From an optimization exercise on the open Yosys and OpenROAD flow, aimed at small area, a short achievable clock period and few clock cycles per item; shortcuts taken in it are not production practice.
Only simulation tests tie the RTL to the original design; equivalence was not proved.
No run shown here takes its clock network from TritonCTS; it comes from the design's own scripts or RTL.
The clock input has no modelled driver; a real chip could not lean on it and would need a root buffer or a full tree.
Power is estimated from default activity; no workload was simulated.

<file path="design/flow/config.mk">
export PLATFORM = sky130hd
export DESIGN_NAME = subordinate
export DESIGN_NICKNAME = subordinate
export VERILOG_FILES = /design/flow/design.v
export SDC_FILE = /design/flow/constraint.sdc
export NUM_CORES = 4
export LEC_CHECK = 0
export CAP_MARGIN = 20
export CORE_MARGIN = 2
export CORE_UTILIZATION = 40
export SETUP_SLACK_MARGIN = 1.1
export SLEW_MARGIN = 20
</file>
<file path="design/flow/constraint.sdc">
create_clock -name core_clock -period 2.5 [get_ports {axi_aclk_in}]
set_input_delay 0.5000 -clock core_clock [delete_from_list [all_inputs] [get_ports {axi_aclk_in}]]
set_output_delay 0.5000 -clock core_clock [all_outputs]
set_load 0.01 [all_outputs]
</file>
<file path="design/flow/design.v">
module subordinate #(
    localparam DATA_WIDTH = 32,
    localparam ADDRESS_WIDTH = 4
) (
    input  axi_aclk_in,
    input  axi_aresetn_in,
    input  [ADDRESS_WIDTH-1:0] axi_awaddr_in,
    input  [2:0] axi_awprot_in,
    input  axi_awvalid_in,
    input  [DATA_WIDTH-1:0] axi_wdata_in,
    input  [ADDRESS_WIDTH-1:0] axi_wstrb_in,
    input  axi_wvalid_in,
    input  axi_bready_in,
    input  [ADDRESS_WIDTH-1:0] axi_araddr_in,
    input  [2:0] axi_arprot_in,
    input  axi_arvalid_in,
    input  axi_rready_in,
    output axi_awready_out,
    output axi_wready_out,
    output [1:0] axi_bresp_out,
    output axi_bvalid_out,
    output axi_arready_out,
    output [DATA_WIDTH-1:0] axi_rdata_out,
    output [1:0] axi_rresp_out,
    output axi_rvalid_out
);
    reg [4*DATA_WIDTH-1:0] regs;
    wire write = axi_awvalid_in && axi_wvalid_in && axi_bready_in;
    assign axi_awready_out = axi_wvalid_in && axi_bready_in;
    assign axi_wready_out  = axi_awvalid_in && axi_bready_in;
    wire [DATA_WIDTH-1:0] wd = axi_wdata_in & {DATA_WIDTH{axi_aresetn_in}};
    integer n, k;
    always @(posedge axi_aclk_in)
        for (n = 0; n < 4; n = n + 1)
            for (k = 0; k < DATA_WIDTH/8; k = k + 1)
                if (!axi_aresetn_in || (write && axi_awaddr_in[3:2] == n && axi_wstrb_in[k]))
                    regs[n*DATA_WIDTH+k*8+:8] <= wd[k*8+:8];
    reg bvalid;
    always @(posedge axi_aclk_in)
        if (!axi_aresetn_in)
            bvalid <= 1'b0;
        else if (axi_bready_in)
            bvalid <= write;
    assign axi_bvalid_out = bvalid;
    assign axi_bresp_out  = 2'b00;
    reg                  rvalid;
    reg [DATA_WIDTH-1:0] rdata;
    assign axi_arready_out = axi_rready_in;
    always @(posedge axi_aclk_in)
        if (!axi_aresetn_in)
            rvalid <= 1'b0;
        else if (axi_rready_in)
            rvalid <= axi_arvalid_in;
    always @(posedge axi_aclk_in)
        if (axi_rready_in)
            rdata <= regs[axi_araddr_in[3:2]*DATA_WIDTH+:DATA_WIDTH];
    assign axi_rvalid_out = rvalid;
    assign axi_rdata_out  = rdata;
    assign axi_rresp_out  = 2'b00;
endmodule
</file>
<file path="design/flow/flow/run.sh">
#!/bin/bash
# Standard ORFS layout with two changes: plain buffers (instead of the
# default delay cells) on the ports, and a two-level clock tree built by
# flow/cts.tcl in place of TritonCTS: the clock port drives 2 sky130_fd_sc_hd__clkbuf_16,
# which drive 12 sky130_fd_sc_hd__clkbuf_8 leaf buffers, each driving one cluster of registers.
# ORFS logs stay under orfs/logs; make's output goes to flow_make.log.
set -euo pipefail
export BUFFER_PORTS_ARGS="-buffer_cell sky130_fd_sc_hd__buf_1"
export PRE_CTS_TCL="$(pwd)/flow/cts.tcl"
export MY_CTS_N1=2
export MY_CTS_CELL1=sky130_fd_sc_hd__clkbuf_16
export MY_CTS_N2=12
export MY_CTS_CELL2=sky130_fd_sc_hd__clkbuf_8

bash standard.sh > flow_make.log 2>&1
</file>
<file path="design/flow/flow/cts.tcl">

proc kmeans {pts k} {
  # pts: list of {x y}; returns list of cluster indices
  set n [llength $pts]
  set srt [lsort -integer -index 1 [lsort -integer -index 0 $pts]]
  set srt {}
  set i 0
  foreach p $pts { lappend srt [list [lindex $p 0] [lindex $p 1] $i]; incr i }
  set srt [lsort -integer -index 1 $srt]
  # seed: split by y into rows of about sqrt(k) bands, then by x
  set rows [expr {max(1, int(round(sqrt($k))))}]
  set cent {}
  set per [expr {double($n) / $k}]
  for {set c 0} {$c < $k} {incr c} {
    set s [lindex $srt [expr {min($n - 1, int(($c + 0.5) * $per))}]]
    lappend cent [list [lindex $s 0] [lindex $s 1]]
  }
  for {set iter 0} {$iter < 50} {incr iter} {
    set asg {}
    foreach p $pts {
      set best 0; set bd 1e30
      for {set c 0} {$c < $k} {incr c} {
        set q [lindex $cent $c]
        set d [expr {abs([lindex $p 0]-[lindex $q 0]) + abs([lindex $p 1]-[lindex $q 1])}]
        if {$d < $bd} { set bd $d; set best $c }
      }
      lappend asg $best
    }
    set newc {}
    for {set c 0} {$c < $k} {incr c} {
      set sx 0; set sy 0; set m 0
      foreach p $pts a $asg { if {$a == $c} { set sx [expr {$sx + [lindex $p 0]}]; set sy [expr {$sy + [lindex $p 1]}]; incr m } }
      if {$m > 0} { lappend newc [list [expr {$sx / $m}] [expr {$sy / $m}]] } else { lappend newc [lindex $cent $c] }
    }
    set cent $newc
  }
  return [list $asg $cent]
}

proc add_buf {block master name x y innet} {
  set net [odb::dbNet_create $block "${name}_net"]
  $net setSigType CLOCK
  set buf [odb::dbInst_create $block $master $name]
  $buf setLocation [expr {int($x)}] [expr {int($y)}]
  $buf setPlacementStatus PLACED
  [$buf findITerm A] connect $innet
  [$buf findITerm X] connect $net
  return $net
}

proc my_cts {n1 cell1 n2 cell2} {
  set block [ord::get_db_block]
  set clknet [$block findNet axi_aclk_in]
  set sinks {}
  set pts {}
  foreach it [$clknet getITerms] {
    set loc [[$it getInst] getLocation]
    lappend sinks $it
    lappend pts [list [lindex $loc 0] [lindex $loc 1]]
  }
  set r2 [kmeans $pts $n2]
  set asg2 [lindex $r2 0]; set cent2 [lindex $r2 1]
  set m1 [[ord::get_db] findMaster $cell1]
  set m2 [[ord::get_db] findMaster $cell2]
  if {$n1 > 0} {
    set r1 [kmeans $cent2 $n1]
    set asg1 [lindex $r1 0]; set cent1 [lindex $r1 1]
    set l1nets {}
    for {set c 0} {$c < $n1} {incr c} {
      set q [lindex $cent1 $c]
      lappend l1nets [add_buf $block $m1 "clkbuf_l1_$c" [lindex $q 0] [lindex $q 1] $clknet]
    }
  }
  set l2nets {}
  for {set c 0} {$c < $n2} {incr c} {
    set q [lindex $cent2 $c]
    if {$n1 > 0} { set in [lindex $l1nets [lindex $asg1 $c]] } else { set in $clknet }
    lappend l2nets [add_buf $block $m2 "clkbuf_l2_$c" [lindex $q 0] [lindex $q 1] $in]
  }
  foreach it $sinks a $asg2 {
    $it disconnect
    $it connect [lindex $l2nets $a]
  }
  for {set c 0} {$c < $n2} {incr c} { puts "clock leaf $c: [llength [lsearch -all $asg2 $c]] sinks" }
}

if {[info exists ::env(MY_CTS_N2)]} {
  # Sourced by ORFS before its clock tree synthesis (PRE_CTS_TCL): build the
  # tree here and turn ORFS's own clock_tree_synthesis call into a no-op.
  my_cts $::env(MY_CTS_N1) $::env(MY_CTS_CELL1) $::env(MY_CTS_N2) $::env(MY_CTS_CELL2)
  rename clock_tree_synthesis orfs_clock_tree_synthesis
  proc clock_tree_synthesis {args} { set_propagated_clock [all_clocks] }
}
</file>
<file path="design/flow/standard.sh">
#!/bin/bash
# synth_recipe.tcl (not shown) runs the flow's synth.tcl, then flattens the netlist and writes it again
# the make line also repeats each setting of config.mk as NAME=value (left out here)
make -C /OpenROAD-flow-scripts/flow DESIGN_CONFIG=/design/flow/config.mk WORK_HOME=/design/flow/orfs CLKGATE_MAP_FILE= SYNTH_SCRIPT=/design/flow/synth_recipe.tcl "${@:-finish}"
</file>
==> metrics.md, run 1 <==
| Metric | Value |
|---|---|
| Status | `finished clean` |
| Number of synthesized flops with an enable pin | `160` |
| Layout Skew | `0.0333 ns` |
| Final period utilization | `55.6%` |
| Antenna diode count | `0` |
| IO Count | `98` |
| Combinational Power Share | `8.6%` |
| Critical path arrival | `0.89 ns` |
| Clock Power Share | `26.1%` |
| Distinct cells, synth | `20` |
| Int Pwr | `4040 uW` |
| Syn-to-layout area delta | `16.0%` |
| Global route overflow | `0` |
| P_sw | `1020 uW` |
| Port Buffers | `83` |
| Static Leak | `0.00234 uW` |
| GRT met1 Usage | `15.9%` |
| Final Wtd Congestion | `0.665` |
| Tot GR Track Use | `12.4%` |
| Pwr per Cell Area | `715 nW/um2` |
| Initial antenna violation count | `0` |
| CTS Hold Bufs | `0` |
| DRT iter0 DRCs | `134` |
| Startpoint types | `primary input` |
| Max-cap violations | `0` |
| GRT met3 Usage | `1.47%` |
| Synth top area share | `78.7%` |
| Critical path type | `in2out` |
| First-pass GRT wire length | `15600 um` |
| Fraction of layout cells with a size suffix above 1 | `22.1%` |
| Worst EP required | `2.00 ns` |
| Top post-synthesis cells by area | `edfxtp_1, mux4_2, and2_1` |
| Final min period | `1.39 ns` |
| GRT met2 Usage | `22.7%` |
| Final hold violations | `0` |
| Worst setup EP type | `output port` |
| Biggest area consumer among synthesized cells | `edfxtp_1` |
| Count leader, synth | `edfxtp_1` |
| Slew Viols, Final | `0` |
| YS warnings | `1` |
| Fmax | `0.720 GHz` |
| DIE WIDTH | `128 um` |
| Pre-antenna DRT Iters | `4` |
| Die Height | `128 um` |
| Die area | `16300 um2` |
| Syn Area/Cell | `22.0 um2` |
| Initial core utilization | `40.6%` |
| Core area | `15000 um2` |
| Final Setup Violations | `0` |
| Largest net degree at the start of global routing | `40` |
| Clk Latency, worst-skew pair | `0.32 ns` |
| #FFs+latches synth | `162` |
| Sequential area share after synthesis | `79.4%` |
| Final Total Pwr | `5060 uW` |
| Rows | `45` |
| PnR worst setup slack | `1.11 ns` |
| Async set-reset flop share out of synthesis | `0%` |
| Top Usage Layer GRT | `met2` |
| Flop pwr share | `65.3%` |
| Routed wire per std cell | `18.5 um` |
| Unrepaired setup endpoints after global routing | `yes` |
| Switching Fraction | `20.2%` |
| # nets final | `443` |
| Finished Layout Cells | `572` |
| DRC Markers | `0` |
| Mapped cell area | `6100 um2` |
| Hold Crit Class | `in2reg` |
| Peak supply drop | `293 uV` |
| Cell Count Post-Placement | `552` |
| Main synth FF type | `edfxtp_1` |
| Worst Path Max Fanout | `4` |
| Total vias in the final route | `2875` |
| Final setup TNS | `0 ns` |
| WHS | `0.450 ns` |
| DR vias/cell | `5.03` |
| Worst-path clk slew | `0.11 ns` |
| Post-Place Setup Slack | `0.632 ns` |
| Final ANT Viol Nets | `0` |
| Cell count after synthesis | `277` |
| DP HPWL | `6400 um` |
| DRT Wirelength | `10600 um` |
| Vias in the first global route | `2951` |
| Post-synth top cells | `edfxtp_1, and2_1, mux4_2, o21ai_0` |
-- state kept, by name, indices dropped and copies added (netlist names) --
signal,flops
regs,128
rvalid,1
bvalid,1
rdata,32
-- worst paths after layout --
check	from	endpoint	slack [ns]	cells after the start
worst min-delay path	axi_arvalid_in	rvalid	0.45	3
worst max register to register	regs[87]	rdata[23]	1.38	1
worst min register to register	bvalid	bvalid	0.51	2
worst max-delay path	axi_wvalid_in	axi_awready_out	1.11	3
-- repair_timing --
item | in CTS | in global routing
setup endpoints to repair | 167 | 57
gates resized for setup | 11 | 11
pin swaps | 2 | 3
buffers inserted | 1 | 3
gates cloned | 0 | 2
-- power by group through the flow --
stage	logic [uW]	clock network, uW	registers, uW
global placement	402	0	3350
CTS	418	1360	3310
global route	475	1450	3320
floorplan	238	0	3380
detailed placement	411	0	3370
finish	435	1320	3300
-- per-stage QoR --
step	util [%]	area (um2)
after floorplan	-	6130
after global placement	44.4	6680
after detailed placement	44.4	6680
after CTS	46.2	6950
after global routing	47.1	7080
final	47.1	7080
-- cells by family after synthesis --
group / Yosys count / synth area share, %
flops: 162 / 79.4
simple gates: 47 / 4.67
mux: 33 / 12.1
compound gates: 17 / 1.44
buf+inv: 17 / 2.34
other cells: 1 / 0.0615
-- placed cells by master (no fill, tap or decap) --
master / count
edfxtp_1: 160
buf_1: 71
and2_1: 32
mux4_2: 30
buf_4: 20
o21ai_1: 13
clkbuf_8: 12
nand2b_1: 5
nand2_1: 4
conb_1: 4
clkbuf_16: 4
clkbuf_2: 4
buf_12: 4
o21ai_4: 3
clkbuf_4: 3
mux4_1: 2
and2_4: 2
dfxtp_1: 2
buf_6: 2
nand4b_1: 1
nand4_1: 1
nand3_1: 1
a21boi_0: 1
mux2i_1: 1
nor2b_1: 1
buf_2: 1
-- critical path: stages --
cell and delay, ns:
buf_4 0.12, and2_4 0.15, buf_6 0.11
-- metal layers --
metal | up-vias | routed length, um
met5 | - | 0
met4 | 0 | 304
met3 | 23 | 519
met2 | 84 | 5500
met1 | 1453 | 4280
li1 | 1315 | -
-- layout make-up --
| cell class | count | area (um2) |
|---|---|---|
| buffer | 14 | 215 |
| fill | 1290 | 7960 |
| multi-input combinational | 101 | 1160 |
| sequential | 162 | 4840 |
| tap | 188 | 235 |
| timing repair buffer | 107 | 617 |
Testbench counts, summed over its fixed seeds: cycles 1,288, items 2,560.
==> inputs of run 2 (changes only) <==
--- a/design/flow/config.mk
+++ b/design/flow/config.mk
@@ -8,5 +8,6 @@
 export CAP_MARGIN = 20
 export CORE_MARGIN = 2
-export CORE_UTILIZATION = 40
+export CORE_UTILIZATION = 50
+export PLACE_DENSITY = 0.75
 export SETUP_SLACK_MARGIN = 1.1
 export SLEW_MARGIN = 20
==> metrics.md, run 2 <==
| Metric | Value |
|---|---|
| Status | `finished clean` |
| First-pass GRT wire length | `14700 um (-5.8%)` |
| Unrepaired setup endpoints after global routing | `yes` |
| Distinct cells, synth | `20 (unchanged)` |
| Core area | `12000 um2 (-20%)` |
| Final setup TNS | `0 ns (unchanged)` |
| Worst Hold End | `rvalid` |
| Final Wtd Congestion | `0.672 (+1.1%)` |
| Number of synthesized flops with an enable pin | `160 (unchanged)` |
| Initial core utilization | `51.0% (+10 points)` |
| Top post-synthesis cells by area | `edfxtp_1, mux4_2, and2_1` |
| Pre-antenna DRT Iters | `5 (+1)` |
| Mapped cell area | `6100 um2 (unchanged)` |
| DR vias/cell | `5.26 (+4.7%)` |
| Synth top area share | `78.7% (unchanged)` |
| Async set-reset flop share out of synthesis | `0% (unchanged)` |
| Die Height | `114 um (-10%)` |
| Rows | `40 (-11%)` |
| Biggest area consumer among synthesized cells | `edfxtp_1` |
| Register with the most flip-flops | `regs` |
| Most frequent cells in the layout | `edfxtp_1, buf_1, and2_1` |
| Clk Latency, worst-skew pair | `0.32 ns (about the same)` |
| Layout Skew | `0.0228 ns (-0.0105 ns)` |
| Static Leak | `0.00230 uW (-1.5%)` |
| DP HPWL | `6340 um (-0.99%)` |
| IO Count | `98 (unchanged)` |
| Largest net degree at the start of global routing | `34 (-15%)` |
| CTS Hold Bufs | `0 (unchanged)` |
| Sequential area share after synthesis | `79.4% (unchanged)` |
| Finished Layout Cells | `530 (-7.3%)` |
| Die area | `13100 um2 (-19%)` |
| Main synth FF type | `edfxtp_1` |
| Max-cap violations | `0 (unchanged)` |
| Fraction of layout cells with a size suffix above 1 | `21.1% (-0.99 points)` |
| Final ANT Viol Nets | `0 (unchanged)` |
| Final Setup Violations | `0 (unchanged)` |
| #FFs+latches synth | `162 (unchanged)` |
| Worst Path Max Fanout | `16 (+12)` |
| Post-synth top cells | `edfxtp_1, and2_1, mux4_2, o21ai_0` |
| Antenna diode count | `0 (unchanged)` |
| Count leader, synth | `edfxtp_1` |
| DRC Markers | `0 (unchanged)` |
| Routed wire per std cell | `18.6 um (+0.59%)` |
| Top Registers | `regs x128, rdata x32` |
| R2R depth | `1 (unchanged)` |
| Worst EP required | `2.54 ns (+0.54 ns)` |
| Tot GR Track Use | `14.5% (+2.1 points)` |
| Port Buffers | `83 (unchanged)` |
| DRT iter0 DRCs | `142 (+6.0%)` |
| Cell count after synthesis | `277 (unchanged)` |
| Worst setup EP type | `flop` |
| FF-to-FF setup slack | `1.37 ns (about the same)` |
| Slew Viols, Final | `0 (unchanged)` |
| Hold Crit Class | `in2reg` |
| DRT Wirelength | `9880 um (-6.8%)` |
| HP Start | `axi_arvalid_in` |
| Syn-to-layout area delta | `13.9%` |
| YS warnings | `1 (unchanged)` |
| Reg-to-reg endpoint | `rdata[29]` |
| Peak supply drop | `392 uV (+34%)` |
| Initial antenna violation count | `0 (unchanged)` |
| Pwr per Cell Area | `721 nW/um2 (+0.77%)` |
| Cell Count Post-Placement | `512 (-7.2%)` |
| Final period utilization | `56.1% (+0.51 points)` |
| Max FFs per register | `128 (unchanged)` |
| Final hold violations | `0 (unchanged)` |
| # nets final | `442 (-0.23%)` |
| Critical path arrival | `1.45 ns (+0.56 ns)` |
| Total vias in the final route | `2790 (-3.0%)` |
| Critical path type | `in2reg` |
| Startpoint types | `primary input` |
| Vias in the first global route | `2869 (-2.8%)` |
| R2r startpoint | `regs[125]` |
| Final min period | `1.40 ns (+0.0128 ns)` |
| Most common cell after layout, fill and taps aside | `edfxtp_1` |
| Hold depth | `3 (unchanged)` |
| Fmax | `0.713 GHz (-0.91%)` |
| DIE WIDTH | `114 um (-10%)` |
| Syn Area/Cell | `22.0 um2 (unchanged)` |
| Worst-path clk slew | `0.08 ns (-0.03 ns)` |
| Global route overflow | `0 (unchanged)` |
[run 2: cell counts after synthesis]
Identical to the previous run, type by type.
[run 2: logic make-up (layout without fill, tap and decap cells)]
family	count (synthesis)	in the layout	share of synthesized area, %
compound gates	17	17	1.44
mux	33	33	12.1
other cells	1	4	0.0615
flops	162	162	79.4
buf+inv	17	120	2.34
simple gates	47	47	4.67
[run 2: critical path, stage by stage]
cell and delay [ns]:
clkbuf_2 0.16, buf_12 0.20, mux4_1 0.56
[run 2: worst max path at each step]
stage,start,end,slack [ns],cells after the start
after floorplan,axi_awaddr_in[3],regs[0],0.84,2
after global placement,axi_bready_in,regs[106],0.51,3
after detailed placement,axi_bready_in,regs[101],0.40,3
after CTS,axi_araddr_in[2],rdata[1],1.06,3
after global routing,axi_araddr_in[2],rdata[1],1.07,3
final,axi_araddr_in[2],rdata[1],1.10,3
[run 2: through the flow]
stage	worst slack (ns)	cell area [um2]	power (uW)	util [%]	hold slack (ns)
after CTS	1.06	6900	5050	57.7	0.445
final	1.10	6950	5010	58.1	0.454
after global routing	1.07	6950	5210	58.1	0.443
after global placement	0.513	6640	3750	55.5	0.467
after detailed placement	0.399	6640	3780	55.5	0.486
after floorplan	0.839	6130	3610	-	0.500
[run 2: cell type report]
class | instances | area, um2
fillers | 864 | 5010
plain buffers | 14 | 215
flip-flops and latches | 162 | 4840
well taps | 147 | 184
multi-input cells | 101 | 1160
repair buffers | 106 | 547
[run 2: report_power, final]
part | total, uW | switching [uW] | internal (uW)
sequential | 3300 | 54.8 | 3250
clock | 1290 | 711 | 577
combinational | 417 | 222 | 195
[run 2: what timing repair did]
item / CTS / global route
setup endpoints to repair: 143 / 179
pin swaps: 2 / 1
resized for setup: 7 / 11
buffers inserted: 3 / 0
cloned: 0 / 1
[run 2: per-layer routing]
metal,up-vias,routed length [um],global-route usage (%)
met2,80,5150,26.5
met4,0,121,2.03
met3,15,490,2.01
li1,1311,-,-
met5,-,0,0
met1,1384,4110,19.2
==> inputs of run 3 (changes only) <==
--- a/design/flow/config.mk
+++ b/design/flow/config.mk
@@ -8,6 +8,5 @@
 export CAP_MARGIN = 20
 export CORE_MARGIN = 2
-export CORE_UTILIZATION = 50
-export PLACE_DENSITY = 0.75
+export CORE_UTILIZATION = 70
 export SETUP_SLACK_MARGIN = 1.1
 export SLEW_MARGIN = 20
==> metrics.md, run 3 <==
| Metric | Value |
|---|---|
| Critical path arrival | `0.89 ns (-0.56 ns)` |
| Max FFs per register | `128 (unchanged)` |
| Final min period | `1.39 ns (-0.0108 ns)` |
| Switching Fraction | `19.6% (-0.16 points)` |
| Final Wtd Congestion | `0.731 (+8.7%)` |
| #FFs+latches synth | `162 (unchanged)` |
| Main synth FF type | `edfxtp_1` |
| Initial antenna violation count | `0 (unchanged)` |
| Layout Skew | `0.0335 ns (+0.0107 ns)` |
| DRT iter0 DRCs | `192 (+35%)` |
| Tot GR Track Use | `21.0% (+6.5 points)` |
| Flop pwr share | `66.2% (+0.2 points)` |
| Peak supply drop | `568 uV (+45%)` |
| Total vias in the final route | `2827 (+1.3%)` |
| Reg area | `4840 um2 (unchanged)` |
| DRT Wirelength | `10000 um (+1.3%)` |
| Worst Path Max Fanout | `4 (-12)` |
| Top Usage Layer GRT | `met2` |
| R2R depth | `1 (unchanged)` |
| Sequential area share after synthesis | `79.4% (unchanged)` |
| Rows | `34 (-15%)` |
| Syn-to-layout area delta | `13.5%` |
| Final period utilization | `55.7% (-0.43 points)` |
| WHS | `0.482 ns (+0.0279 ns)` |
| # nets final | `440 (-0.45%)` |
| Global route overflow | `0 (unchanged)` |
| Most common cell after layout, fill and taps aside | `edfxtp_1` |
| Combinational Power Share | `8.4% (about the same)` |
| Routed wire per std cell | `20.5 um (+9.8%)` |
| Biggest area consumer among synthesized cells | `edfxtp_1` |
| Core area | `8590 um2 (-28%)` |
| Finished Layout Cells | `489 (-7.7%)` |
| Top post-synthesis cells by area | `edfxtp_1, mux4_2, and2_1` |
| Mapped cell area | `6100 um2 (unchanged)` |
| Worst-path clk slew | `0.09 ns (about the same)` |
| DIE WIDTH | `97.4 um (-15%)` |
| Cell Count Post-Placement | `471 (-8.0%)` |
| Most frequent cells in the layout | `edfxtp_1, buf_1, and2_1` |
| GRT met2 Usage | `37.8% (+11 points)` |
| IO Count | `98 (unchanged)` |
| GRT met1 Usage | `28.2% (+9.0 points)` |
| DR vias/cell | `5.78 (+9.8%)` |
| Async set-reset flop share out of synthesis | `0% (unchanged)` |
| Distinct cells, synth | `20 (unchanged)` |
| CTS Hold Bufs | `0 (unchanged)` |
| Clock Power Share | `25.4% (-0.3 points)` |
| Slew Viols, Final | `0 (unchanged)` |
| Antenna diode count | `0 (unchanged)` |
| DRC Markers | `0 (unchanged)` |
| Worst EP required | `2.00 ns (-0.54 ns)` |
| GRT met3 Usage | `3.31% (+1.3 points)` |
| Int Pwr | `4030 uW (+0.13%)` |
| Pre-antenna DRT Iters | `4 (-1)` |
| P_sw | `979 uW (-0.88%)` |
| Synth top area share | `78.7% (unchanged)` |
| Die area | `9480 um2 (-28%)` |
| Count leader, synth | `edfxtp_1` |
| Design Area, Final | `6920 um2 (-0.43%)` |
| Number of synthesized flops with an enable pin | `160 (unchanged)` |
| Final ANT Viol Nets | `0 (unchanged)` |
| Top Registers | `regs x128, rdata x32` |
| Area occupied by multi-input gates | `1160 um2 (+0.22%)` |
| Syn Area/Cell | `22.0 um2 (unchanged)` |
| Vias in the first global route | `2975 (+3.7%)` |
| Largest net degree at the start of global routing | `42 (+24%)` |
| First-pass GRT wire length | `15200 um (+3.7%)` |
| Final hold violations | `0 (unchanged)` |
| Critical path type | `in2out` |
| Hold Crit Class | `in2reg` |
| Port Buffers | `83 (unchanged)` |
| Clk Latency, worst-skew pair | `0.31 ns (about the same)` |
| DP HPWL | `6110 um (-3.6%)` |
| Hold depth | `3 (unchanged)` |
| YS warnings | `1 (unchanged)` |
| Worst setup EP type | `output port` |
| Final setup TNS | `0 ns (unchanged)` |
| Pwr per Cell Area | `723 nW/um2 (+0.36%)` |
| Final Setup Violations | `0 (unchanged)` |
| Initial core utilization | `71.0% (+20 points)` |
| Register with the most flip-flops | `regs` |
| Die Height | `97.4 um (-15%)` |
| Startpoint types | `primary input` |
| Fillers | `447 (-48%)` |
| Fraction of layout cells with a size suffix above 1 | `21.0% (-0.15 points)` |
| Static Leak | `0.00231 uW (+0.15%)` |
| Status | `finished clean` |
| Max-cap violations | `0 (unchanged)` |
| Unrepaired setup endpoints after global routing | `yes` |
| Cell count after synthesis | `277 (unchanged)` |
| Post-synth top cells | `edfxtp_1, and2_1, mux4_2, o21ai_0` |
| Post-Place Cell Area | `6570 um2 (-0.96%)` |
| Fmax | `0.719 GHz (+0.77%)` |
run 3: cell counts after synthesis:
No cell type changed its count.
run 3: final timing paths:
kind	start	endpoint	slack, ns
min reg2reg	bvalid	bvalid	0.53
min	axi_arvalid_in	rvalid	0.48
max reg2reg	regs[18]	rdata[18]	1.33
max	axi_wvalid_in	axi_awready_out	1.11
run 3: cell type report:
type	instances	area share (%)
Multi-Input combinational cell	101	16.8
Buffer	14	3.11
Tap cell	108	1.95
Timing Repair Buffer	104	8.13
Sequential cell	162	70.0
run 3: power by group through the flow:
| stage | Clock (uW) | Sequential [uW] | Combinational [uW] |
|---|---|---|---|
| after floorplan | 0 | 3380 | 238 |
| after global placement | 0 | 3350 | 387 |
| after detailed placement | 0 | 3370 | 400 |
| after CTS | 1310 | 3310 | 417 |
| after global routing | 1390 | 3330 | 460 |
| final | 1270 | 3310 | 422 |
run 3: timing repair:
| item | 4_1_cts | 5_1_grt |
|---|---|---|
| setup buffers | 2 | 0 |
| cloned | 1 | 1 |
| gates resized for setup | 9 | 14 |
| endpoints found under the setup margin | 180 | 24 |
| pin swaps | 2 | 2 |
run 3: kinds of logic (layout without fill, tap and decap cells):
group                  after synthesis  count (layout)  share of synthesized area, %
and+or+nand+nor                     47              47                          4.67
DFF                                162             162                          79.4
other                                1               4                        0.0615
muxes                               33              33                          12.1
buffers and inverters               17             118                          2.34
AOI/OAI and AO/OA                   17              17                          1.44
run 3: layer usage:
metal	vias up	part of all wire (%)
met1	1398	39
met2	99	53
met5	-	0
met3	11	6.6
li1	1319	-
met4	0	1.7
run 3: critical path: stages:
cell and delay (ns):
buf_4 0.13, and2_4 0.15, buf_6 0.11
run 3: metrics by stage:
step                      utilization (%)  total power (uW)  setup WS, ns
after global routing                 80.6              5180          1.09
after detailed placement             76.5              3770         0.467
after floorplan                         -              3610         0.839
after global placement               76.5              3740         0.527
final                                80.6              5010          1.11
after CTS                            80.0              5040          1.04
==> inputs of run 4 (changes only) <==
--- a/design/flow/config.mk
+++ b/design/flow/config.mk
@@ -6,7 +6,8 @@
 export NUM_CORES = 4
 export LEC_CHECK = 0
+export ABC_AREA = 1
 export CAP_MARGIN = 20
 export CORE_MARGIN = 2
-export CORE_UTILIZATION = 70
+export CORE_UTILIZATION = 60
 export SETUP_SLACK_MARGIN = 1.1
 export SLEW_MARGIN = 20
==> metrics.md, run 4 <==
| Metric | Value |
|---|---|
| DIE WIDTH | `111 um (+14%)` |
| Final Total Pwr | `5130 uW (+2.4%)` |
| Initial core utilization | `61.2% (-9.8 points)` |
| Sequential area share after synthesis | `69.9% (-9.5 points)` |
| Unrepaired setup endpoints after global routing | `yes` |
| Register with the most flip-flops | `regs` |
| Status | `finished clean` |
| Worst-path clk slew | `0.07 ns (-0.02 ns)` |
| YS warnings | `1 (unchanged)` |
| HP Start | `axi_arvalid_in` |
| Peak supply drop | `502 uV (-12%)` |
| Int Pwr | `3980 uW (-1.1%)` |
| Top Registers | `regs x128, rdata x32` |
| Combinational Power Share | `9.8% (+1.4 points)` |
| Largest net degree at the start of global routing | `35 (-17%)` |
| Number of synthesized flops with an enable pin | `160 (unchanged)` |
| Global route overflow | `0 (unchanged)` |
| Final setup TNS | `0 ns (unchanged)` |
| Top post-synthesis cells by area | `edfxtp_1, nand2_1, inv_1` |
| Pre-antenna DRT Iters | `5 (+1)` |
| Area occupied by multi-input gates | `1430 um2 (+23%)` |
| Antenna diode count | `0 (unchanged)` |
| DRT Wirelength | `12900 um (+29%)` |
| PnR worst setup slack | `1.11 ns (-0.00261 ns)` |
| Core area | `11300 um2 (+32%)` |
| Layout Skew | `0.0257 ns (-0.00784 ns)` |
| Biggest area consumer among synthesized cells | `edfxtp_1` |
| Die area | `12400 um2 (+31%)` |
| Distinct cells, synth | `19 (-5.0%)` |
| DR vias/cell | `4.92 (-15%)` |
| # nets final | `777 (+77%)` |
| WHS | `0.403 ns (-0.0792 ns)` |
| Finished Layout Cells | `861 (+76%)` |
| Final Wtd Congestion | `0.729 (-0.27%)` |
| Switching Fraction | `22.3% (+2.7 points)` |
| Clock Power Share | `25.8% (+0.4 points)` |
| Syn-to-layout area delta | `10.5%` |
| DRC Markers | `0 (unchanged)` |
| Final Setup Violations | `0 (unchanged)` |
| Rows | `39 (+15%)` |
| First-pass GRT wire length | `21000 um (+38%)` |
| Most common cell after layout, fill and taps aside | `nand2_1` |
| Cell Count Post-Placement | `841 (+79%)` |
| Critical path type | `in2reg` |
| Routed wire per std cell | `15.0 um (-27%)` |
| Final min period | `1.39 ns (+0.00261 ns)` |
| CTS Hold Bufs | `0 (unchanged)` |
| Post-Place Setup Slack | `0.546 ns (+0.0792 ns)` |
| Hold Crit Class | `in2reg` |
| Port Buffers | `83 (unchanged)` |
| Final ANT Viol Nets | `0 (unchanged)` |
| Clk Latency, worst-skew pair | `0.32 ns (about the same)` |
| R2R depth | `3 (+2)` |
| Die Height | `111 um (+14%)` |
| Reg area | `4840 um2 (unchanged)` |
| Worst Path Max Fanout | `8 (+4)` |
| Fraction of layout cells with a size suffix above 1 | `8.36% (-13 points)` |
| Worst Hold End | `rvalid` |
| Syn Area/Cell | `10.9 um2 (-50%)` |
| IO Count | `98 (unchanged)` |
| Worst setup EP type | `flop` |
| Synth top area share | `69.3% (-9.4 points)` |
| Cell count after synthesis | `634 (+130%)` |
| Fmax | `0.717 GHz (-0.19%)` |
| Mapped cell area | `6930 um2 (+14%)` |
| #FFs+latches synth | `162 (unchanged)` |
| Reg-to-reg endpoint | `rdata[30]` |
| Count leader, synth | `nand2_1` |
| Pwr per Cell Area | `669 nW/um2 (-7.5%)` |
| Flop pwr share | `64.3% (-1.9 points)` |
| Final period utilization | `55.8% (+0.10 points)` |
| Worst EP required | `2.49 ns (+0.49 ns)` |
| Most frequent cells in the layout | `nand2_1, edfxtp_1, inv_1` |
| Post-synth top cells | `nand2_1, edfxtp_1, inv_1, nand3_1, or2_0` |
| Hold depth | `3 (unchanged)` |
| Initial antenna violation count | `0 (unchanged)` |
| Tot GR Track Use | `21.0% (+0.060 points)` |
| Slew Viols, Final | `0 (unchanged)` |
| DRT iter0 DRCs | `274 (+43%)` |
| Final hold violations | `0 (unchanged)` |
| FF-to-FF setup slack | `1.56 ns (+0.23 ns)` |
| Critical path arrival | `1.39 ns (+0.50 ns)` |
| P_sw | `1140 uW (+17%)` |
| Main synth FF type | `edfxtp_1` |
| Total vias in the final route | `4238 (+50%)` |
| Vias in the first global route | `4268 (+43%)` |
| Async set-reset flop share out of synthesis | `0% (unchanged)` |
| Fillers | `874 (+96%)` |
| R2r startpoint | `regs[30]` |
| DP HPWL | `8150 um (+33%)` |
| Max-cap violations | `0 (unchanged)` |
| Max FFs per register | `128 (unchanged)` |
| Static Leak | `0.00341 uW (+48%)` |
| Startpoint types | `primary input` |
run 4: area by class of cell:
cell class | instances | area share [%]
Buffer | 14 | 2.81
Inverter | 138 | 6.81
Multi-Input combinational cell | 304 | 18.7
Sequential cell | 162 | 63.2
Tap cell | 143 | 2.34
Timing Repair Buffer | 100 | 6.11
run 4: worst max-delay path by stage:
| stage | end | depth (start not counted) | slack (ns) | start |
|---|---|---|---|---|
| 6_report | regs[19] | 6 | 1.11 | axi_awvalid_in |
| 3_3_place_gp | rdata[12] | 5 | 0.60 | axi_araddr_in[2] |
| 5_1_grt | regs[19] | 6 | 1.06 | axi_awvalid_in |
| 3_5_place_dp | rdata[8] | 5 | 0.55 | axi_araddr_in[2] |
| 2_1_floorplan | regs[0] | 5 | 1.07 | axi_awvalid_in |
| 4_1_cts | regs[56] | 6 | 1.10 | axi_wvalid_in |
run 4: what timing repair did:
action,4_1_cts,5_1_grt
resized for setup,25,14
pin swaps,1,1
setup buffers,5,1
endpoints found under the setup margin,173,197
run 4: cells by family (layout without fill, tap and decap cells):
family          after synthesis  after routing  share of synthesized area, %
simple gates                297            297                          18.9
buf+inv                     171            252                          10.9
flops                       162            162                          69.9
compound gates                3              3                         0.253
other cells                   1              4                        0.0541
run 4: stage by stage:
step	instance area, um2	utilization, %
floorplan	6940	-
global placement	7280	64.3
detailed placement	7280	64.3
CTS	7600	67.2
global route	7660	67.7
finish	7660	67.7
run 4: metal layers:
metal  up-vias  global-route usage [%]  wire, um  share of wire (%)
met2       115                    39.1      6740                 52
met5         -                       0         0                  0
li1       2150                       -         -                  -
met4         0                    3.95       248                1.9
met3        25                    2.07       794                6.2
met1      1948                    27.4      5110                 40
run 4: worst max-delay path, cell delays in order:
cell and delay (ns):
buf_1 0.12, inv_1 0.08, nor2_4 0.21, buf_4 0.17, nand3_1 0.12, nand2_4 0.17
run 4: power groups by stage:
stage               registers [uW]  logic, uW  clock network [uW]
global route                  3320        583                1460
floorplan                     3370        312                   0
CTS                           3300        506                1360
finish                        3300        505                1320
detailed placement            3360        487                   0
global placement              3350        468                   0
==> inputs of run 5 (changes only) <==
--- a/design/flow/config.mk
+++ b/design/flow/config.mk
@@ -6,5 +6,5 @@
 export NUM_CORES = 4
 export LEC_CHECK = 0
-export ABC_AREA = 1
+export ABC_CLOCK_PERIOD_IN_PS = 1000
 export CAP_MARGIN = 20
 export CORE_MARGIN = 2
==> metrics.md, run 5 <==
| Metric | Value |
|---|---|
| Status | `finished clean` |
| Sequential area share after synthesis | `79.4% (+9.5 points)` |
| Biggest area consumer among synthesized cells | `edfxtp_1` |
| Flop pwr share | `66.1% (+1.8 points)` |
| Die area | `11000 um2 (-12%)` |
| Final hold violations | `0 (unchanged)` |
| Initial antenna violation count | `0 (unchanged)` |
| Switching Fraction | `19.5% (-2.8 points)` |
| Pre-antenna DRT Iters | `4 (-1)` |
| Int Pwr | `4030 uW (+1.1%)` |
| Die Height | `105 um (-5.9%)` |
| DR vias/cell | `5.43 (+10%)` |
| DP HPWL | `6150 um (-24%)` |
| Worst setup EP type | `output port` |
| Reg-to-reg endpoint | `rdata[12]` |
| Layout Skew | `0.0273 ns (+0.00160 ns)` |
| First-pass GRT wire length | `15000 um (-29%)` |
| Worst EP required | `2.00 ns (-0.49 ns)` |
| Critical path arrival | `0.89 ns (-0.50 ns)` |
| Hold Crit Class | `reg2reg` |
| Unrepaired setup endpoints after global routing | `yes` |
| Total vias in the final route | `2808 (-34%)` |
| Syn Area/Cell | `22.0 um2 (+100%)` |
| Initial core utilization | `62.1% (+0.94 points)` |
| Most frequent cells in the layout | `edfxtp_1, buf_1, and2_1` |
| Top Registers | `regs x128, rdata x32` |
| Post-synth top cells | `edfxtp_1, and2_1, mux4_2, o21ai_0` |
| DRT Wirelength | `9630 um (-25%)` |
| Mapped cell area | `6100 um2 (-12%)` |
| Core area | `9820 um2 (-13%)` |
| R2r startpoint | `regs[108]` |
| FF-to-FF setup slack | `1.35 ns (-0.21 ns)` |
| HP Start | `bvalid` |
| Finished Layout Cells | `517 (-40%)` |
| Util after Layout | `70.9% (+3.2 points)` |
| Final Total Pwr | `5000 uW (-2.5%)` |
| Worst Path Max Fanout | `4 (-4)` |
| DIE WIDTH | `105 um (-5.9%)` |
| Largest net degree at the start of global routing | `42 (+20%)` |
| Count leader, synth | `edfxtp_1` |
| Fmax | `0.719 GHz (+0.21%)` |
| Rows | `36 (-7.7%)` |
| Final min period | `1.39 ns (-0.00286 ns)` |
| Worst Hold End | `bvalid` |
| DRC Markers | `0 (unchanged)` |
| Slew Viols, Final | `0 (unchanged)` |
| Final period utilization | `55.7% (-0.11 points)` |
| Max-cap violations | `0 (unchanged)` |
| Cell count after synthesis | `277 (-56%)` |
| Combinational Power Share | `8.4% (-1.4 points)` |
| Most common cell after layout, fill and taps aside | `edfxtp_1` |
| Final ANT Viol Nets | `0 (unchanged)` |
| Peak supply drop | `533 uV (+6.3%)` |
| Antenna diode count | `0 (unchanged)` |
| Fraction of layout cells with a size suffix above 1 | `21.1% (+13 points)` |
| R2R depth | `1 (-2)` |
| Routed wire per std cell | `18.6 um (+24%)` |
| # nets final | `443 (-43%)` |
| Final Wtd Congestion | `0.721 (-1.1%)` |
| Pwr per Cell Area | `718 nW/um2 (+7.4%)` |
| Startpoint types | `primary input` |
| Top post-synthesis cells by area | `edfxtp_1, mux4_2, and2_1` |
| Tot GR Track Use | `17.8% (-3.3 points)` |
| Clock Power Share | `25.5% (-0.3 points)` |
| YS warnings | `1 (unchanged)` |
| Worst-path clk slew | `0.08 ns (about the same)` |
| Cell Count Post-Placement | `499 (-41%)` |
| Port Buffers | `83 (unchanged)` |
| Main synth FF type | `edfxtp_1` |
| Critical path type | `in2out` |
| Vias in the first global route | `2920 (-32%)` |
| Number of synthesized flops with an enable pin | `160 (unchanged)` |
| Hold depth | `2 (-1)` |
| Final Setup Violations | `0 (unchanged)` |
| IO Count | `98 (unchanged)` |
| DRT iter0 DRCs | `142 (-48%)` |
| P_sw | `974 uW (-15%)` |
| Clk Latency, worst-skew pair | `0.31 ns (about the same)` |
| Static Leak | `0.00231 uW (-32%)` |
| Distinct cells, synth | `20 (+1)` |
| Global route overflow | `0 (unchanged)` |
| Syn-to-layout area delta | `14.0%` |
| Final setup TNS | `0 ns (unchanged)` |
| Async set-reset flop share out of synthesis | `0% (unchanged)` |
| Max FFs per register | `128 (unchanged)` |
| Synth top area share | `78.7% (+9.4 points)` |
| #FFs+latches synth | `162 (unchanged)` |
| Register with the most flip-flops | `regs` |
[run 5: cell families after synthesis]
family / Yosys count / share of synthesized area [%]
flops: 162 / 79.4
simple gates: 47 / 4.67
mux: 33 / 12.1
compound gates: 17 / 1.44
buf+inv: 17 / 2.34
other cells: 1 / 0.0615
[run 5: routing by layer]
layer	part of all wire, %	track usage, %	up-vias
li1	-	-	1314
met1	43	25.4	1404
met2	51	31.0	76
met3	4.3	2.18	14
met4	1.2	2.00	0
met5	0	0	-
[run 5: area by class of cell]
class,instances,area [um2]
Fill cell,667,2860
Timing Repair Buffer,107,573
Buffer,14,215
Multi-Input combinational cell,101,1160
Tap cell,133,166
Sequential cell,162,4840
[run 5: through the flow]
step | area (um2) | setup slack (ns) | hold slack, ns
6_report | 6960 | 1.11 | 0.492
2_1_floorplan | 6130 | 0.839 | 0.500
3_3_place_gp | 6630 | 0.515 | 0.473
5_1_grt | 6960 | 1.09 | 0.493
4_1_cts | 6960 | 1.10 | 0.496
3_5_place_dp | 6630 | 0.429 | 0.487
[run 5: power by group through the flow]
| stage | clock, uW | combinational (uW) | sequential (uW) |
|---|---|---|---|
| 2_1_floorplan | 0 | 238 | 3380 |
| 3_3_place_gp | 0 | 397 | 3350 |
| 3_5_place_dp | 0 | 408 | 3370 |
| 4_1_cts | 1310 | 430 | 3310 |
| 5_1_grt | 1440 | 458 | 3320 |
| 6_report | 1270 | 421 | 3300 |
[run 5: what timing repair did]
action	CTS	global route
setup endpoints to repair	193	11
cloned	2	0
pin swaps	2	1
buffers inserted	2	0
gates resized for setup	13	4
hold buffers	0	0
[run 5: how the worst max path moves through the flow]
stage / cells past startpoint / endpoint / startpoint / slack [ns]
global route: 3 / axi_awready_out / axi_bready_in / 1.09
detailed placement: 3 / regs[100] / axi_bready_in / 0.43
floorplan: 2 / regs[0] / axi_awaddr_in[3] / 0.84
finish: 3 / axi_wready_out / axi_awvalid_in / 1.11
global placement: 3 / regs[100] / axi_bready_in / 0.51
CTS: 3 / rdata[1] / axi_araddr_in[2] / 1.10
[run 5: worst max-delay path, stage by stage]
cell and delay (ns):
buf_2 0.12, and2_1 0.15, clkbuf_2 0.12
==> inputs of run 6 (changes only) <==
--- a/design/flow/config.mk
+++ b/design/flow/config.mk
@@ -6,5 +6,4 @@
 export NUM_CORES = 4
 export LEC_CHECK = 0
-export ABC_CLOCK_PERIOD_IN_PS = 1000
 export CAP_MARGIN = 20
 export CORE_MARGIN = 2
==> metrics.md, run 6 <==
| Metric | Value |
|---|---|
| Switching Fraction | `19.5% (unchanged)` |
| Post-synthesis mux area share | `12.1% (unchanged)` |
| DIE WIDTH | `105 um (unchanged)` |
| Distinct cells, synth | `20 (unchanged)` |
| P_sw | `974 uW (unchanged)` |
| Status | `finished clean` |
| Port Buffers | `83 (unchanged)` |
| Most common cell after layout, fill and taps aside | `edfxtp_1` |
| Worst setup EP type | `output port` |
| Peak supply drop | `533 uV (unchanged)` |
| CTS Hold Bufs | `0 (unchanged)` |
| Critical path arrival | `0.89 ns (about the same)` |
| Die area | `11000 um2 (unchanged)` |
| Post-synthesis simple-gate area fraction | `4.68% (unchanged)` |
| Layout Skew | `0.0273 ns (unchanged)` |
| Critical path type | `in2out` |
| Finished Layout Cells | `517 (unchanged)` |
| Final Wtd Congestion | `0.721 (unchanged)` |
| Main synth FF type | `edfxtp_1` |
| #FFs+latches synth | `162 (unchanged)` |
| Clk Latency, worst-skew pair | `0.31 ns (about the same)` |
| Global route overflow | `0 (unchanged)` |
| Antenna diode count | `0 (unchanged)` |
| Count leader, synth | `edfxtp_1` |
| Top Registers | `regs x128, rdata x32` |
| Fmax | `0.719 GHz (unchanged)` |
| Post-synth top cells | `edfxtp_1, and2_1, mux4_2, o21ai_0` |
| Int Pwr | `4030 uW (unchanged)` |
| Vias in the first global route | `2920 (unchanged)` |
| Final min period | `1.39 ns (unchanged)` |
| Post-synthesis adder-cell area fraction | `0% (unchanged)` |
| HP Start | `bvalid` |
| DRT Wirelength | `9630 um (unchanged)` |
| Fillers | `667 (unchanged)` |
| DRT iter0 DRCs | `142 (unchanged)` |
| Number of synthesized flops with an enable pin | `160 (unchanged)` |
| Worst-path clk slew | `0.08 ns (about the same)` |
| Core area | `9820 um2 (unchanged)` |
| Sequential area share after synthesis | `79.4% (unchanged)` |
| IO Count | `98 (unchanged)` |
| Compound-Gate Fraction of Synth Area | `1.44% (unchanged)` |
| Startpoint types | `primary input` |
| Synth top area share | `78.7% (unchanged)` |
| Final hold violations | `0 (unchanged)` |
| YS warnings | `1 (unchanged)` |
| Static Leak | `0.00231 uW (unchanged)` |
| Post-Place Setup Slack | `0.429 ns (unchanged)` |
| Hold depth | `2 (unchanged)` |
| Combinational family with the most area after synthesis | `multiplexers` |
| First-pass GRT wire length | `15000 um (unchanged)` |
| Final Setup Violations | `0 (unchanged)` |
| Worst Hold End | `bvalid` |
| Final period utilization | `55.7% (unchanged)` |
| Slew Viols, Final | `0 (unchanged)` |
| Routed wire per std cell | `18.6 um (unchanged)` |
| Die Height | `105 um (unchanged)` |
| Max-cap violations | `0 (unchanged)` |
| DR vias/cell | `5.43 (unchanged)` |
| Hold Crit Class | `reg2reg` |
| # nets final | `443 (unchanged)` |
| Total vias in the final route | `2808 (unchanged)` |
| Clock Power Share | `25.5% (about the same)` |
| Worst EP required | `2.00 ns (about the same)` |
| Initial antenna violation count | `0 (unchanged)` |
| Cell Count Post-Placement | `499 (unchanged)` |
| Syn-to-layout area delta | `14.0% (unchanged)` |
| DP HPWL | `6150 um (unchanged)` |
| Biggest area consumer among synthesized cells | `edfxtp_1` |
| Tot GR Track Use | `17.8% (unchanged)` |
| Pre-antenna DRT Iters | `4 (unchanged)` |
| Register with the most flip-flops | `regs` |
| R2r startpoint | `regs[108]` |
| Unrepaired setup endpoints after global routing | `yes` |
| Largest net degree at the start of global routing | `42 (unchanged)` |
| Most frequent cells in the layout | `edfxtp_1, buf_1, and2_1` |
| Final ANT Viol Nets | `0 (unchanged)` |
| Worst Path Max Fanout | `4 (unchanged)` |
| WHS | `0.492 ns (unchanged)` |
| Reg-to-reg endpoint | `rdata[12]` |
| Top post-synthesis cells by area | `edfxtp_1, mux4_2, and2_1` |
| Rows | `36 (unchanged)` |
| R2R depth | `1 (unchanged)` |
| Flop pwr share | `66.1% (about the same)` |
| DRC Markers | `0 (unchanged)` |
| Syn Area/Cell | `22.0 um2 (unchanged)` |
| Initial core utilization | `62.1% (unchanged)` |
| Max FFs per register | `128 (unchanged)` |
| Cell count after synthesis | `277 (unchanged)` |
| Pwr per Cell Area | `718 nW/um2 (unchanged)` |
| Mapped cell area | `6100 um2 (unchanged)` |
| PnR worst setup slack | `1.11 ns (unchanged)` |
| Fraction of layout cells with a size suffix above 1 | `21.1% (unchanged)` |
| Async set-reset flop share out of synthesis | `0% (unchanged)` |
| FF-to-FF setup slack | `1.35 ns (about the same)` |
| Xor and xnor fraction of the mapped netlist area | `0% (unchanged)` |
| Combinational Power Share | `8.4% (about the same)` |
| Final setup TNS | `0 ns (unchanged)` |
run 6: cell counts in the layout (fill, tap and decap cells not counted):
Identical to the previous run, type by type.
run 6: cell families after synthesis:
logic type | count (synthesis)
other | 1
buffers and inverters | 17
multiplexers | 33
AO/OA/AOI/OAI | 17
flip-flops | 162
AND/OR/NAND/NOR | 47
run 6: per-layer routing:
layer / global-route usage [%] / share of wire, %
met3: 2.18 / 4.3
met2: 31.0 / 51
met4: 2.00 / 1.2
met5: 0 / 0
met1: 25.4 / 43
run 6: metrics by stage:
step / power [uW] / utilization (%) / area, um2
6_report: 5000 / 70.9 / 6960
5_1_grt: 5220 / 70.9 / 6960
4_1_cts: 5050 / 70.8 / 6960
3_5_place_dp: 3780 / 67.5 / 6630
3_3_place_gp: 3750 / 67.5 / 6630
2_1_floorplan: 3610 / - / 6130
run 6: power groups by stage:
stage	Clock (uW)	Combinational (uW)	Sequential [uW]
3_5_place_dp	0	408	3370
5_1_grt	1440	458	3320
2_1_floorplan	0	238	3380
3_3_place_gp	0	397	3350
6_report	1270	421	3300
4_1_cts	1310	430	3310
run 6: how the worst max path moves through the flow:
stage                                start               to  slack, ns  depth (start not counted)
after floorplan           axi_awaddr_in[3]          regs[0]       0.84                          2
after global placement       axi_bready_in        regs[100]       0.51                          3
after detailed placement     axi_bready_in        regs[100]       0.43                          3
after CTS                 axi_araddr_in[2]         rdata[1]       1.10                          3
after global routing         axi_bready_in  axi_awready_out       1.09                          3
final                       axi_awvalid_in   axi_wready_out       1.11                          3
run 6: cell type report:
type	instances	area (um2)	area share, %
plain buffers	14	215	3.09
multi-input cells	101	1160	16.7
flip-flops and latches	162	4840	69.6
well taps	133	166	2.39
repair buffers	107	573	8.23
run 6: worst max-delay path, stage by stage:
cell,delay [ns]
buf_2,0.12
and2_1,0.15
clkbuf_2,0.12
run 6: timing repair:
| action | CTS | global route |
|---|---|---|
| resized for setup | 13 | 4 |
| setup buffers | 2 | 0 |
| gates cloned | 2 | 0 |
| pin swaps | 2 | 1 |
| endpoints found under the setup margin | 193 | 11 |
==> inputs of run 7 (changes only) <==
--- a/design/flow/config.mk
+++ b/design/flow/config.mk
@@ -9,4 +9,4 @@
 export CORE_MARGIN = 2
 export CORE_UTILIZATION = 60
-export SETUP_SLACK_MARGIN = 1.1
+export SETUP_SLACK_MARGIN = 1.0
 export SLEW_MARGIN = 20
==> metrics.md, run 7 <==
| Metric | Value |
|---|---|
| Cell count after synthesis | `277 (unchanged)` |
| Fraction of layout cells with a size suffix above 1 | `19.4% (-1.7 points)` |
| YS warnings | `1 (unchanged)` |
| Max-cap violations | `0 (unchanged)` |
| Layout Skew | `0.0331 ns (+0.00580 ns)` |
| Port Buffers | `83 (unchanged)` |
| Finished Layout Cells | `515 (-0.39%)` |
| Synth top area share | `78.7% (unchanged)` |
| Clock Power Share | `25.8% (+0.3 points)` |
| Tot GR Track Use | `18.4% (+0.64 points)` |
| DRT Wirelength | `10100 um (+5.0%)` |
| DRT iter0 DRCs | `124 (-13%)` |
| Pwr per Cell Area | `726 nW/um2 (+1.1%)` |
| Status | `finished clean` |
| Distinct cells, synth | `20 (unchanged)` |
| Vias in the first global route | `3077 (+5.4%)` |
| Clk Latency, worst-skew pair | `0.32 ns (about the same)` |
| Worst EP required | `2.00 ns (about the same)` |
| Routed wire per std cell | `19.6 um (+5.4%)` |
| Final Setup Violations | `0 (unchanged)` |
| Final min period | `1.44 ns (+0.0474 ns)` |
| Most frequent cells in the layout | `edfxtp_1, buf_1, and2_1` |
| Flop pwr share | `65.9% (-0.2 points)` |
| P_sw | `997 uW (+2.4%)` |
| IO Count | `98 (unchanged)` |
| Worst-path clk slew | `0.07 ns (about the same)` |
| Final period utilization | `57.5% (+1.9 points)` |
| Final setup TNS | `0 ns (unchanged)` |
| Post-synth top cells | `edfxtp_1, and2_1, mux4_2, o21ai_0` |
| Most common cell after layout, fill and taps aside | `edfxtp_1` |
| DRC Markers | `0 (unchanged)` |
| Mapped cell area | `6100 um2 (unchanged)` |
| Rows | `36 (unchanged)` |
| Bufs and invs on worst path | `2 (unchanged)` |
| Static Leak | `0.00228 uW (-1.6%)` |
| First-pass GRT wire length | `15700 um (+4.6%)` |
| Final hold violations | `0 (unchanged)` |
| Async set-reset flop share out of synthesis | `0% (unchanged)` |
| Syn Area/Cell | `22.0 um2 (unchanged)` |
| Number of synthesized flops with an enable pin | `160 (unchanged)` |
| Total vias in the final route | `2861 (+1.9%)` |
| Initial core utilization | `62.1% (unchanged)` |
| Largest net degree at the start of global routing | `42 (unchanged)` |
| CP dominant cell by count | `buf_1` |
| Hold Crit Class | `in2reg` |
| Biggest area consumer among synthesized cells | `edfxtp_1` |
| Post-Place Cell Area | `6620 um2 (-0.11%)` |
| Initial antenna violation count | `0 (unchanged)` |
| Slowest cell on the critical path | `and2_1` |
| Die area | `11000 um2 (unchanged)` |
| Switching Fraction | `19.9% (+0.41 points)` |
| Crit path max-delay family | `buffers and inverters` |
| Unrepaired setup endpoints after global routing | `no` |
| Pre-antenna DRT Iters | `4 (unchanged)` |
| CTS Hold Bufs | `0 (unchanged)` |
| Critical path arrival | `0.94 ns (+0.05 ns)` |
| Int Pwr | `4020 uW (-0.22%)` |
| DIE WIDTH | `105 um (unchanged)` |
| Top post-synthesis cells by area | `edfxtp_1, mux4_2, and2_1` |
| Crit path largest cell delay | `0.15 ns (about the same)` |
| Main synth FF type | `edfxtp_1` |
| DR vias/cell | `5.56 (+2.3%)` |
| Fmax | `0.695 GHz (-3.3%)` |
| Die Height | `105 um (unchanged)` |
| Top Registers | `regs x128, rdata x32` |
| Max FFs per register | `128 (unchanged)` |
| Final Wtd Congestion | `0.740 (+2.6%)` |
| # nets final | `441 (-0.45%)` |
| Startpoint types | `primary input` |
| Count leader, synth | `edfxtp_1` |
| Syn-to-layout area delta | `13.1%` |
| Cell Count Post-Placement | `498 (-0.20%)` |
| Worst setup EP type | `output port` |
| Antenna diode count | `0 (unchanged)` |
| #FFs+latches synth | `162 (unchanged)` |
| Final ANT Viol Nets | `0 (unchanged)` |
| Peak supply drop | `673 uV (+26%)` |
| Sequential area share after synthesis | `79.4% (unchanged)` |
| DP HPWL | `6540 um (+6.3%)` |
| Critical path type | `in2out` |
| Design Area, Final | `6900 um2 (-0.79%)` |
| Combinational Power Share | `8.3% (about the same)` |
| Register with the most flip-flops | `regs` |
| WHS | `0.466 ns (-0.0261 ns)` |
| Global route overflow | `0 (unchanged)` |
| Core area | `9820 um2 (unchanged)` |
| Slew Viols, Final | `0 (unchanged)` |
| CP Cell Sequence | `buf_1, and2_1, buf_1` |
| Worst Path Max Fanout | `4 (unchanged)` |
## run 7: power groups by stage
stage	clock (uW)	combinational, uW	sequential, uW
floorplan	0	237	3380
global placement	0	395	3350
detailed placement	0	412	3370
CTS	1330	417	3310
global route	1440	453	3330
finish	1290	415	3310
## run 7: repair_timing
item / in CTS / in global routing
pin swaps: 2 / 0
resized for setup: 5 / 1
setup buffers: 2 / 0
setup endpoints to repair: 134 / 3
cloned: 0 / 1
## run 7: kinds of logic after synthesis
| kind of cell | after synthesis | share of synthesized area (%) |
|---|---|---|
| other | 1 | 0.0615 |
| muxes | 33 | 12.1 |
| DFF | 162 | 79.4 |
| buffers and inverters | 17 | 2.34 |
| and+or+nand+nor | 47 | 4.67 |
| AOI/OAI and AO/OA | 17 | 1.44 |
## run 7: area by class of cell
class / instances / area (um2)
Sequential cell: 162 / 4840
Buffer: 14 / 215
Tap cell: 133 / 166
Fill cell: 668 / 2920
Timing Repair Buffer: 105 / 518
Multi-Input combinational cell: 101 / 1160
## run 7: worst paths after layout
kind	from	endpoint	slack [ns]	cells after the start
min	axi_rready_in	rdata[24]	0.47	1
min reg2reg	bvalid	bvalid	0.51	2
max	axi_awvalid_in	axi_wready_out	1.06	3
max reg2reg	regs[33]	rdata[1]	1.35	1
## run 7: routing by layer
layer	vias to the layer above	global-route usage, %	part of all wire [%]
met4	0	2.76	1.2
met5	-	0	0
li1	1313	-	-
met3	7	2.62	5.0
met2	81	34.3	53
met1	1460	23.6	41
## run 7: metrics by stage
step                setup slack [ns]  power (uW)  util, %
floorplan                      0.839        3610        -
global placement               0.499        3750     67.4
detailed placement             0.422        3780     67.4
CTS                             1.01        5050     70.0
global route                    1.01        5220     70.3
finish                          1.06        5010     70.3
==> inputs of run 8 (changes only) <==
--- a/design/flow/config.mk
+++ b/design/flow/config.mk
@@ -9,4 +9,4 @@
 export CORE_MARGIN = 2
 export CORE_UTILIZATION = 60
-export SETUP_SLACK_MARGIN = 1.0
+export SETUP_SLACK_MARGIN = 1.15
 export SLEW_MARGIN = 20
==> metrics.md, run 8 <==
| Metric | Value |
|---|---|
| Status | `finished clean` |
| Syn Area/Cell | `22.0 um2 (unchanged)` |
| Worst-margin pin slew | `0.505 ns` |
| Design Area, Final | `7050 um2 (+2.0%)` |
| Worst setup EP type | `output port` |
| DR vias/cell | `5.50 (-0.91%)` |
| DRT iter0 DRCs | `129 (+4.0%)` |
| Final min period | `1.39 ns (-0.0438 ns)` |
| Register with the most flip-flops | `regs` |
| Vias in the first global route | `3025 (-1.7%)` |
| Global route overflow | `0 (unchanged)` |
| Distinct cells, synth | `20 (unchanged)` |
| Max transition margin | `66.3%` |
| Cell count after synthesis | `277 (unchanged)` |
| Hold Crit Class | `in2reg` |
| Final Wtd Congestion | `0.739 (about the same)` |
| Critical path arrival | `0.89 ns (-0.05 ns)` |
| Die Height | `105 um (unchanged)` |
| DRC Markers | `0 (unchanged)` |
| Max FFs per register | `128 (unchanged)` |
| Fraction of layout cells with a size suffix above 1 | `27.6% (+8.2 points)` |
| Crit path max-delay family | `flip-flops` |
| Top Registers | `regs x128, rdata x32` |
| Biggest area consumer among synthesized cells | `edfxtp_1` |
| Unrepaired setup endpoints after global routing | `yes` |
| DIE WIDTH | `105 um (unchanged)` |
| Slowest cell on the critical path | `edfxtp_1` |
| Worst-path clk slew | `0.08 ns (about the same)` |
| YS warnings | `1 (unchanged)` |
| Bufs and invs on worst path | `1 (-1)` |
| Final setup TNS | `0 ns (unchanged)` |
| Peak supply drop | `662 uV (-1.5%)` |
| Routed wire per std cell | `19.4 um (-1.1%)` |
| Final period utilization | `55.8% (-1.8 points)` |
| HP Start | `axi_rready_in` |
| Die area | `11000 um2 (unchanged)` |
| Count leader, synth | `edfxtp_1` |
| Critical path type | `reg2out` |
| Post-Place Cell Area | `6610 um2 (-0.11%)` |
| Largest net degree at the start of global routing | `43 (+2.4%)` |
| Util after Layout | `71.8% (+1.4 points)` |
| Post-Place Setup Slack | `0.438 ns (+0.0164 ns)` |
| Final hold violations | `0 (unchanged)` |
| Rows | `36 (unchanged)` |
| PnR worst setup slack | `1.11 ns (+0.0438 ns)` |
| Initial antenna violation count | `0 (unchanged)` |
| Syn-to-layout area delta | `15.5%` |
| Startpoint types | `flop` |
| FF-to-FF setup slack | `1.39 ns (+0.04 ns)` |
| R2r startpoint | `regs[99]` |
| R2R depth | `1 (unchanged)` |
| Top post-synthesis cells by area | `edfxtp_1, mux4_2, and2_1` |
| Antenna diode count | `0 (unchanged)` |
| Clk Latency, worst-skew pair | `0.34 ns (+0.02 ns)` |
| Pre-antenna DRT Iters | `4 (unchanged)` |
| Tot GR Track Use | `18.8% (+0.39 points)` |
| First-pass GRT wire length | `15800 um (+0.92%)` |
| Static Leak | `0.00239 uW (+4.9%)` |
| Total vias in the final route | `2846 (-0.52%)` |
| Mapped cell area | `6100 um2 (unchanged)` |
| Async set-reset flop share out of synthesis | `0% (unchanged)` |
| CTS Hold Bufs | `0 (unchanged)` |
| Port Buffers | `83 (unchanged)` |
| Pwr per Cell Area | `718 nW/um2 (-1.2%)` |
| Reg-to-reg endpoint | `rdata[3]` |
| IO Count | `98 (unchanged)` |
| #FFs+latches synth | `162 (unchanged)` |
| Worst EP required | `2.00 ns (about the same)` |
| Worst Path Max Fanout | `1 (-3)` |
| Most common cell after layout, fill and taps aside | `edfxtp_1` |
| Fmax | `0.717 GHz (+3.1%)` |
| Main synth FF type | `edfxtp_1` |
| CP Cell Sequence | `clkbuf_2` |
| Max-cap violations | `0 (unchanged)` |
| Crit. Startpoint | `rdata[5]` |
| Hold depth | `1 (unchanged)` |
| Most frequent cells in the layout | `edfxtp_1, buf_1, mux4_2, and2_1` |
| Cell Count Post-Placement | `498 (unchanged)` |
| Slew Viols, Final | `0 (unchanged)` |
| Core area | `9820 um2 (unchanged)` |
| Layout Skew | `0.0541 ns (+0.0210 ns)` |
| Worst Hold End | `rdata[30]` |
| # nets final | `443 (+0.45%)` |
| Synth top area share | `78.7% (unchanged)` |
| Finished Layout Cells | `517 (+0.39%)` |
| Initial core utilization | `62.1% (unchanged)` |
| DRT Wirelength | `10000 um (-0.72%)` |
| Crit path largest cell delay | `0.42 ns (+0.27 ns)` |
| Sequential area share after synthesis | `79.4% (unchanged)` |
| Post-synth top cells | `edfxtp_1, and2_1, mux4_2, o21ai_0` |
| Number of synthesized flops with an enable pin | `160 (unchanged)` |
| Final ANT Viol Nets | `0 (unchanged)` |
| Final Setup Violations | `0 (unchanged)` |
run 8: timing repair:
action	CTS	global route
endpoints found under the setup margin	207	59
setup buffers	3	0
gates cloned	2	0
endpoints found under the hold margin	0	0
pin swaps	4	2
resized for setup	23	31
run 8: layout make-up:
class	instances	area [um2]
flip-flops and latches	162	4840
multi-input cells	101	1160
repair buffers	107	658
fillers	629	2770
well taps	133	166
plain buffers	14	215
run 8: worst max-delay path by stage:
stage	slack, ns	depth (start not counted)	end
4_1_cts	1.09	1	axi_rdata_out[5]
3_3_place_gp	0.50	3	regs[98]
3_5_place_dp	0.44	3	regs[105]
5_1_grt	1.07	1	axi_rdata_out[5]
2_1_floorplan	0.84	2	regs[0]
6_report	1.11	1	axi_rdata_out[5]
run 8: cells by family (layout without fill, tap and decap cells):
family | Yosys count | after routing | synth area share [%]
other cells | 1 | 4 | 0.0615
flops | 162 | 162 | 79.4
simple gates | 47 | 47 | 4.67
mux | 33 | 33 | 12.1
buf+inv | 17 | 121 | 2.34
compound gates | 17 | 17 | 1.44
run 8: power by group:
group	internal, uW	leakage [uW]	total (uW)	switching, uW
Sequential	3250	0.00157	3310	55.9
Clock	577	0.000111	1310	730
Combinational	219	0.000712	444	225
Total	4040	0.00239	5060	1010
run 8: through the flow:
step	hold WS (ns)	total power, uW
after global placement	0.474	3750
final	0.460	5060
after floorplan	0.500	3620
after global routing	0.456	5250
after CTS	0.486	5100
after detailed placement	0.479	3780
run 8: metal layers:
| metal | up-vias | GRT usage [%] | wire (um) |
|---|---|---|---|
| li1 | 1319 | - | - |
| met1 | 1425 | 24.5 | 4030 |
| met2 | 86 | 34.2 | 5240 |
| met3 | 16 | 2.56 | 535 |
| met4 | 0 | 3.71 | 236 |
| met5 | - | 0 | 0 |

static timing again, ports no longer ideal:
In the flow no input, the clock included, has a driving cell. The finished layouts below were timed again as built, in two steps. Step 1 (the two cells are an assumption about what drives the block):
set clk [get_ports {axi_aclk_in}]
set_driving_cell -lib_cell sky130_fd_sc_hd__clkbuf_16 $clk
set_driving_cell -lib_cell sky130_fd_sc_hd__buf_2 [delete_from_list [all_inputs] $clk]
Step 2 times the ports against the registers' clock, not the clock port: input delays grow and output delays shrink by t, the midpoint of the rising clock arrivals with the driver on. a / b / c = ideal / step 1 / step 2; a / b = the first two.
run	t (ns)	setup slack, ns	worst setup path at the end	clock arrival spread, ns	slew at the worst register clock pin (ns)
run 1	0.358	1.110 / 1.055 / 0.804	input to register	0.058 / 0.057	0.11 / 0.11
run 2	0.351	1.098 / 1.083 / 0.775	input to register	0.041 / 0.041	0.10 / 0.10
run 3	0.347	1.108 / 1.088 / 0.793	input to register	0.034 / 0.034	0.10 / 0.10
run 4	0.356	1.106 / 1.065 / 0.779	input to register	0.042 / 0.042	0.10 / 0.10
run 5	0.351	1.109 / 1.081 / 0.803	input to register	0.030 / 0.030	0.11 / 0.11
run 6	0.351	1.109 / 1.081 / 0.803	input to register	0.030 / 0.030	0.11 / 0.11
run 7	0.357	1.061 / 1.039 / 0.757	input to register	0.034 / 0.034	0.11 / 0.11
run 8	0.360	1.105 / 1.048 / 0.835	input to register	0.070 / 0.069	0.10 / 0.10
After both steps setup and hold are still met in every run listed. For run 4, which loses most, drivers alone change the setup slack by -0.041 ns; drivers and shift together by -0.327 ns.
